From an optimization exercise on the open Yosys and OpenROAD flow, aimed at small area, a short achievable clock period and few clock cycles; shortcuts taken in it are not production practice. Function was checked by simulation only, so behaviour that the tests miss may differ from the original.

job 8822:
Design cpu, start of the top module:
module cpu (
  output [15:0] imem_addr,
  input  [15:0] imem_rdata,
  output [15:0] dmem_addr,
  input  [15:0] dmem_rdata,
  output [15:0] dmem_wdata,
  output        dmem_write,
  input         start,
  input         stop,
  input         CLK,
  input         RSTN
  );
Size in the first run: ~210 flip-flops, ~85 I/O pins, about 15000 um^2 of cells after synthesis.
export LEC_CHECK = 0
export CAP_MARGIN = 20
export CORE_MARGIN = 2
export CORE_UTILIZATION = 40
export CTS_BUF_LIST = sky130_fd_sc_hd__clkbuf_4 sky130_fd_sc_hd__clkbuf_8
export PLACE_DENSITY = 0.5
export SETUP_SLACK_MARGIN = 5
export SLEW_MARGIN = 20
export TNS_END_PERCENT = 0
create_clock -name core_clock -period 8.0 [get_ports {CLK}]
standard.sh (not shown) runs the stock make flow with config.mk's settings and CLKGATE_MAP_FILE= SYNTH_SCRIPT=/design/flow/synth_recipe.tcl, a recipe that flattens the netlist after the stock synthesis.
==> flow/flow/run.sh <==
#!/bin/bash
# The standard layout (standard.sh) with three changes:
#  - the port buffers are plain buf_1 cells rather than the delay buffers
#    buffer_ports picks itself;
#  - synthesis leaves adders to ABC instead of first extracting full and
#    half adder cells (ADDER_MAP_FILE empty), which maps the multiplier tree
#    and adders both smaller and faster. Registers are untouched by this;
#  - clock tree synthesis adds no dummy loads to balance the tree.
set -euo pipefail
export BUFFER_PORTS_ARGS="-buffer_cell sky130_fd_sc_hd__buf_1"
export CTS_ARGS="-sink_clustering_enable -repair_clock_nets -buf_list {sky130_fd_sc_hd__clkbuf_4 sky130_fd_sc_hd__clkbuf_8} -dont_use_dummy_load"
bash standard.sh ADDER_MAP_FILE= finish > standard.log 2>&1
Having completed the whole flow, job 8822 delivered a layout that passed the timing, design-rule and antenna checks.
Testbench counts of job 8822, summed over its fixed seeds: cycles 31,856.
Relative to job 8822, the following input files were edited for job 1530:
- PLACE_DENSITY changed from 0.5 to 0.6
### Flow results
Going from job 8822 to job 1530, setup slack shrinks by 0.11 ns.
Between job 1530 and job 8822, the delay of the slowest cell on the worst path is higher for job 1530.
When the final numbers for job 1530 and job 8822 were put side by side, the non-clock buffer count turned out to be greater in job 8822.
Diff job 8822..job 1530 | number of global-route vias before repair | negligible
Job 1530 finished every stage and its layout cleared the timing, design-rule and antenna checks.
For the final design instance area without fill, job 1530 came in about 2.7% lower than job 8822 did.
Taking job 8822 as the reference, in job 1530 largest driver fanout on the critical path shows an increase of 5; sequential cell area share went up 0.95 points.
Input changes introduced in job 2838 (baseline for comparison: job 1530):
- an added GPL_ROUTABILITY_DRIVEN of 0
==> flow/flow/run.sh <==
#!/bin/bash
# The standard layout (standard.sh) with two changes:
#  - the port buffers are plain buf_1 cells rather than the delay buffers
#    buffer_ports picks itself;
#  - synthesis leaves adders to ABC instead of first extracting full and
#    half adder cells (ADDER_MAP_FILE empty), which maps the multiplier trees
#    and adders both smaller and faster. Registers are untouched by this.
set -euo pipefail
export BUFFER_PORTS_ARGS="-buffer_cell sky130_fd_sc_hd__buf_1"
bash standard.sh ADDER_MAP_FILE= finish > standard.log 2>&1
--- outcome ---
- Job 2838 did not stop at any stage, and its layout met the timing, design-rule and antenna checks.
- Adder-cell share of the synthesized area across job 2838 and job 1530: no real change.
- Between job 2838 and job 1530, the routed wire length does not differ in any meaningful way.
- Total non-filler cell area in the finished layout (job 2838 vs. job 1530) increases slightly
- Job 2838 vs job 1530, met1 track utilization from global routing went up by 0.15 points.
- [diff] final critical delay including setup and external delays, job 2838 relative to job 1530: improvement
- Job 2838: path length in cells of the critical path lower than job 1530
- Taking job 1530 as the reference, in job 2838 maximum frequency rose by 0.0011 GHz; post-route clock period utilization now sits at about the same level; utilization went up.
## Diff of input files: job 8947 against job 2838
- SLEW_MARGIN now 0, was 20
- GPL_ROUTABILITY_DRIVEN no longer set, was 0
- CAP_MARGIN now 0, was 20
==> flow/flow/run.sh <==
#!/bin/bash
# The standard layout (standard.sh) with three changes:
#  - the port buffers are plain buf_1 cells rather than the delay buffers
#    buffer_ports picks itself;
#  - synthesis leaves adders to ABC instead of first extracting full and
#    half adder cells (ADDER_MAP_FILE empty), which maps the multiplier tree
#    and adders both smaller and faster. Registers are untouched by this;
#  - clock tree synthesis adds no dummy loads to balance the tree.
set -euo pipefail
export BUFFER_PORTS_ARGS="-buffer_cell sky130_fd_sc_hd__buf_1"
export CTS_ARGS="-sink_clustering_enable -repair_clock_nets -buf_list {sky130_fd_sc_hd__clkbuf_4 sky130_fd_sc_hd__clkbuf_8} -dont_use_dummy_load"
bash standard.sh ADDER_MAP_FILE= finish > standard.log 2>&1
--- outcome ---
Job 2838 → job 8947: final design utilization went down 0.54 points, final critical-path setup slack went down by 0.012 ns, number of setup buffers added after CTS moved down, first-iteration DRC count moved up.


cpu again, from the RTL that the note above started with.
==> flow/config.mk <==
export PLATFORM = sky130hd
export DESIGN_NAME = cpu
export DESIGN_NICKNAME = cpu
export VERILOG_FILES = /design/flow/design.v
export SDC_FILE = /design/flow/constraint.sdc
export NUM_CORES = 4
export LEC_CHECK = 0
export CAP_MARGIN = 20
export CORE_MARGIN = 2
export CORE_UTILIZATION = 50
export CTS_BUF_LIST = sky130_fd_sc_hd__clkbuf_4 sky130_fd_sc_hd__clkbuf_8
export PLACE_DENSITY = 0.65
export SETUP_SLACK_MARGIN = 5
export SLEW_MARGIN = 20
export TNS_END_PERCENT = 0
==> flow/constraint.sdc <==
create_clock -name core_clock -period 8.0 [get_ports {CLK}]
set_input_delay 1.6000 -clock core_clock [delete_from_list [all_inputs] [get_ports {CLK}]]
set_output_delay 1.6000 -clock core_clock [all_outputs]
set_load 0.01 [all_outputs]
==> flow/flow/run.sh <==
#!/bin/bash
# The standard layout (standard.sh) with three changes:
#  - the port buffers are plain buf_1 cells rather than the delay buffers
#    buffer_ports picks itself;
#  - synthesis leaves adders to ABC instead of first extracting full and
#    half adder cells (ADDER_MAP_FILE empty), which maps the multiplier tree
#    and adders both smaller and faster. Registers are untouched by this;
#  - clock tree synthesis adds no dummy loads to balance the tree.
set -euo pipefail
export BUFFER_PORTS_ARGS="-buffer_cell sky130_fd_sc_hd__buf_1"
export CTS_ARGS="-sink_clustering_enable -repair_clock_nets -buf_list {sky130_fd_sc_hd__clkbuf_4 sky130_fd_sc_hd__clkbuf_8} -dont_use_dummy_load"
bash standard.sh ADDER_MAP_FILE= finish > standard.log 2>&1
Testbench counts at the start, summed over its fixed seeds: cycles 31,856.
Next try:
==> flow/flow/run.sh (replaced) <==
#!/bin/bash
# The standard layout (standard.sh) with two changes:
#  - the port buffers are plain buf_1 cells rather than the delay buffers
#    buffer_ports picks itself;
#  - synthesis leaves adders to ABC instead of first extracting full and
#    half adder cells (ADDER_MAP_FILE empty), which maps the multiplier trees
#    and adders both smaller and faster. Registers are untouched by this.
set -euo pipefail
export BUFFER_PORTS_ARGS="-buffer_cell sky130_fd_sc_hd__buf_1"
bash standard.sh ADDER_MAP_FILE= finish > standard.log 2>&1
--- a/flow/config.mk
+++ b/flow/config.mk
@@ -9,3 +9,3 @@
 export CORE_MARGIN = 2
-export CORE_UTILIZATION = 50
+export CORE_UTILIZATION = 45
 export CTS_BUF_LIST = sky130_fd_sc_hd__clkbuf_4 sky130_fd_sc_hd__clkbuf_8
What happened: Clock skew fell by 0.025 ns. Clock-buffer cell count rose by 9. First-iteration DRC count fell by 18%.


cpu, a different RTL version from the one above (not shown whole).
For scale: roughly 1400 cells after synthesis, roughly 210 flip-flops, roughly 85 I/O pins.
==> flow/design.v (excerpt) <==
module cpu (
  output [15:0] imem_addr,
  input  [15:0] imem_rdata,
  output [15:0] dmem_addr,
  input  [15:0] dmem_rdata,
  output [15:0] dmem_wdata,
  output        dmem_write,
  input         start,
  input         stop,
  input         CLK,
  input         RSTN
  );
==> flow/config.mk <==
export PLATFORM = sky130hd
export DESIGN_NAME = cpu
export DESIGN_NICKNAME = cpu
export VERILOG_FILES = /design/flow/design.v
export SDC_FILE = /design/flow/constraint.sdc
export NUM_CORES = 4
export LEC_CHECK = 0
export CAP_MARGIN = 20
export CORE_MARGIN = 2
export CORE_UTILIZATION = 40
export CTS_BUF_LIST = sky130_fd_sc_hd__clkbuf_4 sky130_fd_sc_hd__clkbuf_8
export PLACE_DENSITY = 0.7
export SETUP_SLACK_MARGIN = 5
export SLEW_MARGIN = 20
export TNS_END_PERCENT = 0
==> flow/constraint.sdc <==
create_clock -name core_clock -period 8.0 [get_ports {CLK}]
set_input_delay 1.6000 -clock core_clock [delete_from_list [all_inputs] [get_ports {CLK}]]
set_output_delay 1.6000 -clock core_clock [all_outputs]
set_load 0.01 [all_outputs]
==> flow/flow/run.sh <==
#!/bin/bash
# The standard layout (standard.sh) with three changes:
#  - the port buffers are plain buf_1 cells rather than the delay buffers
#    buffer_ports picks itself;
#  - synthesis leaves adders to ABC instead of first extracting full and
#    half adder cells (ADDER_MAP_FILE empty), which maps the multiplier tree
#    and adders both smaller and faster. Registers are untouched by this;
#  - clock tree synthesis adds no dummy loads to balance the tree.
set -euo pipefail
export BUFFER_PORTS_ARGS="-buffer_cell sky130_fd_sc_hd__buf_1"
export CTS_ARGS="-sink_clustering_enable -repair_clock_nets -buf_list {sky130_fd_sc_hd__clkbuf_4 sky130_fd_sc_hd__clkbuf_8} -dont_use_dummy_load"
bash standard.sh ADDER_MAP_FILE= finish > standard.log 2>&1
The baseline produced a clean layout.
Testbench counts at the start, summed over its fixed seeds: cycles 32,251.
==> next run, changes <==
==> flow/flow/run.sh (replaced) <==
#!/bin/bash
# The standard layout (standard.sh) with two changes:
#  - the port buffers are plain buf_1 cells rather than the delay buffers
#    buffer_ports picks itself;
#  - synthesis leaves adders to ABC instead of first extracting full and
#    half adder cells (ADDER_MAP_FILE empty), which maps the multiplier trees
#    and adders both smaller and faster. Registers are untouched by this.
set -euo pipefail
export BUFFER_PORTS_ARGS="-buffer_cell sky130_fd_sc_hd__buf_1"
bash standard.sh ADDER_MAP_FILE= finish > standard.log 2>&1
- PLACE_DENSITY: 0.7 -> 0.6
Outcome: Non-clock buffer count increases by 11. Area after synthesis is unchanged. Clock-buffer cell count is higher by 14. Die area stays the same. Wire length increases by 4.6%. Final cell count grows by 2.3%. Setup slack improves by 0.080 ns. Critical path depth shrinks by 6. Via count hardly moves. Register-to-register slack improves by 0.09 ns.


## cedar
cpu, a different RTL version from the one above (not shown whole).
Size in the first run: about 220 flip-flops, about 85 I/O pins, ~15000 um^2 of cells after synthesis.
## cpu
module cpu (
  output [15:0] imem_addr,
  input  [15:0] imem_rdata,
  output [15:0] dmem_addr,
  input  [15:0] dmem_rdata,
  output [15:0] dmem_wdata,
  output        dmem_write,
  input         start,
  input         stop,
  input         CLK,
  input         RSTN
  );
Settings: LEC_CHECK=0, ABC_CLOCK_PERIOD_IN_PS=2500, CAP_MARGIN=20, CORE_MARGIN=2, CORE_UTILIZATION=40, PLACE_DENSITY=0.6, SETUP_SLACK_MARGIN=5, SLEW_MARGIN=20; clock period 8.0 ns.
run.sh (not shown) runs the stock make flow with config.mk's settings and CLKGATE_MAP_FILE= SYNTH_SCRIPT=/design/flow/synth_recipe.tcl, a recipe that flattens the netlist after the stock synthesis.
Stock flow here: none of the scripts above is used.
cedar completed end to end with timing, DRC and antenna clean.
Testbench counts of cedar, summed over its fixed seeds: cycles 35,342.
Modified inputs, yarrow compared to cedar
# cedar
export LEC_CHECK = 0
export ABC_CLOCK_PERIOD_IN_PS = 2500
export CAP_MARGIN = 20
export CORE_MARGIN = 2
export CORE_UTILIZATION = 40
export PLACE_DENSITY = 0.6
export SETUP_SLACK_MARGIN = 5
export SLEW_MARGIN = 20
create_clock -name core_clock -period 8.0 [get_ports {CLK}]
# yarrow
export LEC_CHECK = 0
export CAP_MARGIN = 20
export CORE_MARGIN = 2
export CORE_UTILIZATION = 40
export PLACE_DENSITY = 0.6
export SLEW_MARGIN = 20
create_clock -name core_clock -period 8.0 [get_ports {CLK}]
### Flow results
cedar has lower delay of the slowest critical-path stage than yarrow. yarrow: global routing usage summed across all routing layers lower than cedar. When the final numbers for cedar and yarrow were put side by side, the area overhead of the layout relative to synthesis turned out to be smaller in yarrow. For largest net degree at the start of global routing, dividing the value from cedar by the value from yarrow gives 1.11. In yarrow, worst max-slew margin expressed relative to the limit is higher than in cedar. The routed wire length in yarrow was lower than what cedar gave. Startpoint of the most critical setup path = rb[2]: yarrow; startpoint of the most critical setup path = rb[7]: cedar. Going from cedar to yarrow, the number of antenna repair diodes was found to have gone down by 1.


## build 33
cpu, a different RTL version from the one above (not shown whole).
For scale: about 230 flip-flops, roughly 15,000 um2 of cells after synthesis.
clock: 8.0 ns
lec_check: 0
cap_margin: 20
core_margin: 2
core_utilization: 40
cts_buf_list: sky130_fd_sc_hd__clkbuf_4 sky130_fd_sc_hd__clkbuf_8
place_density: 0.6
setup_slack_margin: 5
slew_margin: 20
tns_end_percent: 0
standard.sh (not shown) runs the stock make flow with config.mk's settings and CLKGATE_MAP_FILE= SYNTH_SCRIPT=/design/flow/synth_recipe.tcl, a recipe that flattens the netlist after the stock synthesis.
==> flow/flow/run.sh <==
#!/bin/bash
# The standard layout (standard.sh) with two changes:
#  - the port buffers are plain buf_1 cells rather than the delay buffers
#    buffer_ports picks itself;
#  - synthesis leaves adders to ABC instead of first extracting full and
#    half adder cells (ADDER_MAP_FILE empty), which maps the multiplier trees
#    and adders both smaller and faster. Registers are untouched by this.
set -euo pipefail
export BUFFER_PORTS_ARGS="-buffer_cell sky130_fd_sc_hd__buf_1"
bash standard.sh ADDER_MAP_FILE= finish > standard.log 2>&1
Build 33 has completed all stages; timing, DRC and antenna checks passed.
Testbench counts of build 33, summed over its fixed seeds: cycles 33,795.
Edits applied to the flow inputs when going from build 33 to build 83:
Settings: removing CTS_BUF_LIST (formerly sky130_fd_sc_hd__clkbuf_4 sky130_fd_sc_hd__clkbuf_8).
==> flow/flow/run.sh <==
#!/bin/bash
# Standard layout, with plain buf_1 cells as the port buffers.
cp standard.sh standard_sh_copy.txt
export BUFFER_PORTS_ARGS="-buffer_cell sky130_fd_sc_hd__buf_1"
bash standard.sh > standard.log 2>&1
Build 83: all stages complete, timing, DRC and antenna checks passed. Leading cell type in the layout, fill and taps excluded = sky130_fd_sc_hd__edfxtp_1: build 83; leading cell type in the layout, fill and taps excluded = sky130_fd_sc_hd__nand2_1: build 33. Startpoint of the most critical setup path = rb[3]: build 83; startpoint of the most critical setup path = rb[8]: build 33. Density: build 83 sparser than build 33. Re port buffer count: no difference whatsoever between build 33 and build 83. [compare] base=build 33 new=build 83: sequential cell area share moved down; tightest slew margin relative to the limit moved down; number of iterations in the first detailed-routing pass moved down; final area moved up. Build 83 vs build 33 — number of post-CTS setup repair buffers climbed by more than 10%. Overall via count from detail_route of build 83 falls short of that of build 33 by a little under 10%. Lower total number of nets in the final design goes to build 33 over build 83.
### build 83 -> build 38
Settings: a change of PLACE_DENSITY from 0.6 to 0.75; a change of CORE_UTILIZATION from 40 to 60.
==> flow/run.sh (new file) <==
#!/bin/bash
# synth_recipe.tcl (not shown) runs the flow's synth.tcl, then flattens the netlist and writes it again
# the make line also repeats each setting of config.mk as NAME=value (left out here)
make -C /OpenROAD-flow-scripts/flow DESIGN_CONFIG=/design/flow/config.mk WORK_HOME=/design/flow/orfs CLKGATE_MAP_FILE= SYNTH_SCRIPT=/design/flow/synth_recipe.tcl finish
removed: flow/flow/run.sh
removed: flow/standard.sh
[summary]
- Via count sits higher in build 38 than in build 83.
- Re die area: build 38 and build 83 aren't equal, and the lower value belongs to build 38.
- Relative to build 83, final non-filler cell area has gone down in build 38.
- met2 demand-to-capacity share in global routing is lower on build 83
- Build 83 ended up with rb[3] as its first element of the critical path; build 38 ended up with ra[8].
- Delta (build 38 minus build 83): core area saw a decrease, critical path depth saw little to no change.
Modified inputs, build 6 compared to build 38
Settings: PLACE_DENSITY now 0.6, was 0.75; CORE_UTILIZATION now 40, was 60.
Results
Build 6 reached the final stage; the timing, design-rule and antenna checks on its layout passed.
Build 6 vs build 38: overall routing resource usage down in build 6
[compare] base=build 38 new=build 6: cell area +about 3%, share of the final layout cell area in multi-input gates -0.60 points, worst setup slack +0.036 ns.
Cmp build 6 and build 38 / fraction of standard cell area that is sequential / lower: build 6
Compared build 6 vs build 38, and wire length of the first global-routing pass is up in build 6.
Final critical-path share of the clock period: build 6 < build 38
Taking build 38 as the reference point, the final critical delay including setup and external delays of build 6 falls by 0.036 ns.
Input-level comparison between build 1 and build 6:
Settings: setting CTS_BUF_LIST to sky130_fd_sc_hd__clkbuf_4 sky130_fd_sc_hd__clkbuf_8 for the first time; changing CORE_UTILIZATION from 40 to 60; changing PLACE_DENSITY from 0.6 to 0.75.
==> flow/flow/run.sh (new file) <==
#!/bin/bash
# Standard layout, with plain buf_1 cells as the port buffers.
cp standard.sh standard_sh_copy.txt
export BUFFER_PORTS_ARGS="-buffer_cell sky130_fd_sc_hd__buf_1"
bash standard.sh > standard.log 2>&1
==> flow/standard.sh (new file) <==
#!/bin/bash
# synth_recipe.tcl (not shown) runs the flow's synth.tcl, then flattens the netlist and writes it again
# the make line also repeats each setting of config.mk as NAME=value (left out here)
make -C /OpenROAD-flow-scripts/flow DESIGN_CONFIG=/design/flow/config.mk WORK_HOME=/design/flow/orfs CLKGATE_MAP_FILE= SYNTH_SCRIPT=/design/flow/synth_recipe.tcl "${@:-finish}"
removed: flow/run.sh
--- outcome ---
- Worst hold slack in build 1 is 0.032 ns higher than in build 6
- Delta (build 1 minus build 6): transition time at the pin with the least slew margin shrank by 0.085 ns, depth of the worst register-to-register path grew by 2, clock-buffer cell count grew by 110%.
- Compared to build 6, the routing of build 1 uses less wire.
- NOTE peak clock frequency supported by timing build 6->build 1 decreased slightly
- Compared to build 6, build 1 has average wire per standard cell 2.2% higher.
- The time the worst path needs with I/O delays and setup in build 1 sits 0.052 ns above the value recorded for build 6.
- Diff build 6..build 1 | number of sinks on the clock net | unchanged

port drivers added, routing unchanged:
How much do the figures lean on ideal ports? The routed layouts below were timed once more, with nothing changed but the port constraints.
Step 1 sets driving cells, clkbuf_16 on the clock port and buf_2 on the other inputs (assumed; they add their load-dependent delay and slew).
Step 2 adds t to the input delays and takes it off the output delays; t is the mean of the earliest and latest rising clock arrival at the registers after step 1. Input paths then give back, and output paths get back, about the clock's delay inside the block.
Slacks: ideal / step 1 / step 2; pairs: ideal / step 1.
run | t, ns | slack for setup (ns) | worst hold slack (ns) | clock arrival spread, ns | cell pins on the clock port's net
job 8822 | 0.568 | 4.833 / 4.848 / 4.280 | 0.507 / 0.507 / 0.507 | 0.029 / 0.029 | 1
job 1530 | 0.565 | 4.720 / 4.729 / 4.165 | 0.507 / 0.507 / 0.507 | 0.027 / 0.027 | 1
job 2838 | 0.575 | 4.732 / 4.741 / 4.166 | 0.507 / 0.507 / 0.507 | 0.019 / 0.019 | 1
job 8947 | 0.565 | 4.720 / 4.729 / 4.165 | 0.507 / 0.507 / 0.507 | 0.027 / 0.027 | 1
the first run of note 2 | 0.541 | 4.683 / 4.681 / 4.139 | 0.509 / 0.509 / 0.509 | 0.047 / 0.047 | 1
the second run of note 2 | 0.567 | 4.649 / 4.654 / 4.088 | 0.511 / 0.511 / 0.511 | 0.024 / 0.023 | 1
the first run of note 3 | 0.536 | 4.804 / 4.804 / 4.740 | 0.537 / 0.537 / 0.537 | 0.065 / 0.064 | 1
the second run of note 3 | 0.583 | 4.884 / 4.837 / 4.772 | 0.570 / 0.570 / 0.570 | 0.032 / 0.033 | 1
cedar | 0.614 | 3.296 / 3.296 / 3.296 | 0.474 / 0.474 / 0.474 | 0.037 / 0.038 | 1
yarrow | 0.589 | 1.896 / 1.896 / 1.896 | 0.473 / 0.473 / 0.473 | 0.028 / 0.028 | 1
build 33 | 0.617 | 4.786 / 4.786 / 4.515 | 0.442 / 0.442 / 0.442 | 0.033 / 0.033 | 1
build 83 | 0.592 | 4.696 / 4.696 / 4.237 | 0.402 / 0.402 / 0.402 | 0.016 / 0.016 | 1
build 38 | 0.593 | 4.640 / 4.640 / 4.113 | 0.393 / 0.393 / 0.393 | 0.011 / 0.011 | 1
build 6 | 0.586 | 4.676 / 4.676 / 4.232 | 0.399 / 0.399 / 0.399 | 0.024 / 0.024 | 1
build 1 | 0.592 | 4.625 / 4.645 / 4.053 | 0.431 / 0.431 / 0.431 | 0.022 / 0.022 | 1
After both steps setup and hold are still met in every run listed. The setup slack of build 1, which loses most, moves by +0.020 ns with the drivers and by -0.572 ns with both steps.
